From an optimization exercise on the open Yosys and OpenROAD flow, aimed at small area and a short achievable clock period; shortcuts taken in it are not production practice.
Only simulation tests tie the RTL to the original design; equivalence was not proved.
Power figures rest on the tool's default switching activity, not on a simulated workload.

==> flow/design.v (excerpt) <==
module L1_cache #(
    parameter CTID = 0)
    (
    input logic clock,
    input logic reset,
    input logic [31:0] PCF,                  
    input logic [31:0] addr_rst,             
    input logic [1:0] tid_fetch,             
    input logic [31:0] br_target,            
    input logic [1:0] tid_br,                
    input logic [31:0] l2addr,               
    input logic [1:0] l2_tid,                
    input logic [127:0] l2_line,             
    input logic l2_valid_rsp,                
    output logic br_req,                     
    output logic req_spec,                   
    output logic req_refill,                 
    output logic [31:0] instr                
    );
    logic         active;       
    logic [27:0]  tag;          
    logic [127:0] data;         
    logic         zeroed;       
    genvar gi;
    localparam integer NF = 8;
    logic [1:0]    tid_ok;      
    logic [NF-1:0] fill_w, fill_wn;
    logic [127:0]  blk;         
    generate
        for (gi = 0; gi < 2; gi++) begin : g_tid
            if (CTID == 0) begin : g_t0
                L1_nor2 u_tidok (.a(l2_tid[0]), .b(l2_tid[1]), .y(tid_ok[gi]));
            end else begin : g_tn
                assign tid_ok[gi] = (l2_tid == CTID);
  ...
For scale: roughly 530 cells after synthesis, ~300 I/O pins, about 6100 um2 of cells after synthesis.
==> flow/config.mk <==
export PLATFORM = sky130hd
export DESIGN_NAME = L1_cache
export DESIGN_NICKNAME = L1_cache
export VERILOG_FILES = /design/flow/design.v
export SDC_FILE = /design/flow/constraint.sdc
export NUM_CORES = 4
export LEC_CHECK = 0
export CAP_MARGIN = 20
export CORE_MARGIN = 2
export CORE_UTILIZATION = 40
export CTS_BUF_LIST = sky130_fd_sc_hd__clkbuf_4 sky130_fd_sc_hd__clkbuf_8
export SETUP_SLACK_MARGIN = 2.0
export SLEW_MARGIN = 20
export SYNTH_HIERARCHICAL = 1
==> flow/constraint.sdc <==
create_clock -name core_clock -period 6.0 [get_ports {clock}]
set_input_delay 1.2000 -clock core_clock [delete_from_list [all_inputs] [get_ports {clock}]]
set_output_delay 1.2000 -clock core_clock [all_outputs]
set_load 0.01 [all_outputs]
standard.sh (not shown) runs the stock make flow with config.mk's settings and CLKGATE_MAP_FILE= SYNTH_SCRIPT=/design/flow/synth_recipe.tcl, a recipe that flattens the netlist after the stock synthesis.
==> flow/flow/run.sh <==
#!/bin/bash
# Standard ORFS layout; the only change is that port buffers use the smallest buffer cell.
set -euo pipefail
export BUFFER_PORTS_ARGS="-buffer_cell sky130_fd_sc_hd__buf_1"
bash standard.sh > standard_flow.log 2>&1
The starting point ran to the end with no violations.
Rerun with:
- SETUP_SLACK_MARGIN: 2.0 -> 2.1
=> Routed wire length falls by 0.58%. Synthesized cell count is unchanged. Flip-flop and latch count does not change. Power barely changes. Count of clock-buffer cells in the layout is unchanged. Clock power hardly moves. Combinational power is about the same. Global-route usage is higher by 0.24 points.
Rerun with:
- SETUP_SLACK_MARGIN: 2.1 -> 2.3
Outcome:
- The changed run went through all stages and came out clean
- sequential cell count is unchanged
- global-route usage rose by 0.62 points
- final area rose by 4.7%
- synthesized area does not change
- utilization rose by 2.5 points
- non-clock buffer count rose by 7
- sequential power barely changes
- critical path depth rose by 1
- total power rose by 1.4%
- routed wire length rose by 3.8%

========
== lagoon ==
Another version of the RTL of L1_cache (not shown whole).
For scale: ~300 I/O pins.
## L1_cache
module L1_cache #(
    parameter CTID = 0)
    (
    input logic clock,
    input logic reset,
    input logic [31:0] PCF,                  
    input logic [31:0] addr_rst,             
    input logic [1:0] tid_fetch,             
    input logic [31:0] br_target,            
    input logic [1:0] tid_br,                
    input logic [31:0] l2addr,               
    input logic [1:0] l2_tid,                
    input logic [127:0] l2_line,             
    input logic l2_valid_rsp,                
    output logic br_req,                     
    output logic req_spec,                   
    output logic req_refill,                 
    output logic [31:0] instr                
    );
Settings: LEC_CHECK=0, CAP_MARGIN=20, CORE_MARGIN=2, CORE_UTILIZATION=40, CTS_BUF_LIST=sky130_fd_sc_hd__clkbuf_4 sky130_fd_sc_hd__clkbuf_8, SETUP_SLACK_MARGIN=2.15, SLEW_MARGIN=20, SYNTH_HIERARCHICAL=1; clock period 6.0 ns.
Scripts as last shown in full above: flow/flow/run.sh
lagoon finished every stage and its layout cleared the timing, design-rule and antenna checks.
diff inputs: lagoon => amber
- a change of SETUP_SLACK_MARGIN from 2.15 to 2.1
- a change of CORE_UTILIZATION from 40 to 35
==> summary.txt <==
- Worst setup margin: amber vs lagoon down 0.036 ns
- Total routing usage reported by global routing is higher on lagoon
- In amber, fraction of the core area covered by cells at the end of the flow is lower than in lagoon.
- When amber is set beside lagoon, its wire length the detailed router placed on met1 turns out to be 0.78% larger.
- Diff lagoon -> amber: sequential standard cell area barely changed, worst hold slack shrank by 0.010 ns, clock network contribution to total cell area increased by 1.0 points relative to the old numbers, count of buffers inserted at the top-level ports ~0 delta.
- Die: amber bigger than lagoon
Relative to amber, the following input files were edited for pepper:
- CORE_UTILIZATION changed from 35 to 45
--- outcome ---
pepper vs amber, instance count: pepper lower. [compare] base=amber new=pepper: count of nets after finishing held; cell-internal power went down; effective utilization at floorplan rose by 10 points. Comparing amber and pepper, post-synthesis to final-layout area growth is higher on amber.
--- input diff pepper..onyx ---
- a change of CORE_UTILIZATION from 45 to 40
- a change of SETUP_SLACK_MARGIN from 2.1 to 2.3
==> comparison <==
Looking at overall track demand over capacity in global routing, onyx sits below pepper.
Relative to pepper, the total wirelength of the detailed-routed design measured on onyx has increased by a little under 10%.
[onyx vs pepper] shortest clock period the worst path allows after layout: lower in onyx
The proportion of power drawn by the clock network of onyx is lower than that of pepper.
As far as layout inverter count without the clock tree goes, pepper and onyx are indistinguishable; the numbers are identical.
Changes in maple relative to onyx:
- SETUP_SLACK_MARGIN now 2.2, was 2.3
==> comparison <==
- Relative to onyx, fraction of power consumed by the clock network has gone down in maple.
- Re total congestion overflow: no difference whatsoever between maple and onyx.
- maple: cell internal power dissipation lower than onyx
- Diff maple and onyx: number of cells upsized or downsized after cts higher in onyx
- Comparing maple and onyx, clock buffer count in the final layout is lower on maple.
- Diff onyx -> maple | final HPWL from detailed placement | decrease of about 1%

-- port drivers added, routing unchanged --
Ports are ideal in the flow. The routed layouts listed here were re-timed in OpenROAD. Step 1 assumes that a clkbuf_16 drives the clock port and a buf_2 every other input. Step 2 times the ports against the registers' clock, not the clock port: input delays grow and output delays shrink by t, the midpoint of the rising clock arrivals with the driver on. a / b / c = ideal ports / drivers / drivers and shift; a / b = the first two.
run	shift t [ns]	slack for setup (ns)	slew at the worst register clock pin (ns)
the first run of note 1	0.493	2.073 / 2.035 / 2.035	0.09 / 0.09
the second run of note 1	0.493	2.181 / 2.143 / 2.143	0.09 / 0.09
the third run of note 1	0.487	2.250 / 2.195 / 2.195	0.09 / 0.09
lagoon	0.481	2.199 / 2.148 / 2.148	0.09 / 0.09
amber	0.477	2.163 / 2.117 / 2.117	0.09 / 0.09
pepper	0.472	2.157 / 2.114 / 2.114	0.08 / 0.08
onyx	0.481	2.328 / 2.218 / 2.218	0.09 / 0.09
maple	0.479	2.240 / 2.183 / 2.183	0.09 / 0.09
After both steps setup and hold are still met in every run listed. For onyx, which loses most, drivers alone change the setup slack by -0.110 ns; drivers and shift together by -0.110 ns.
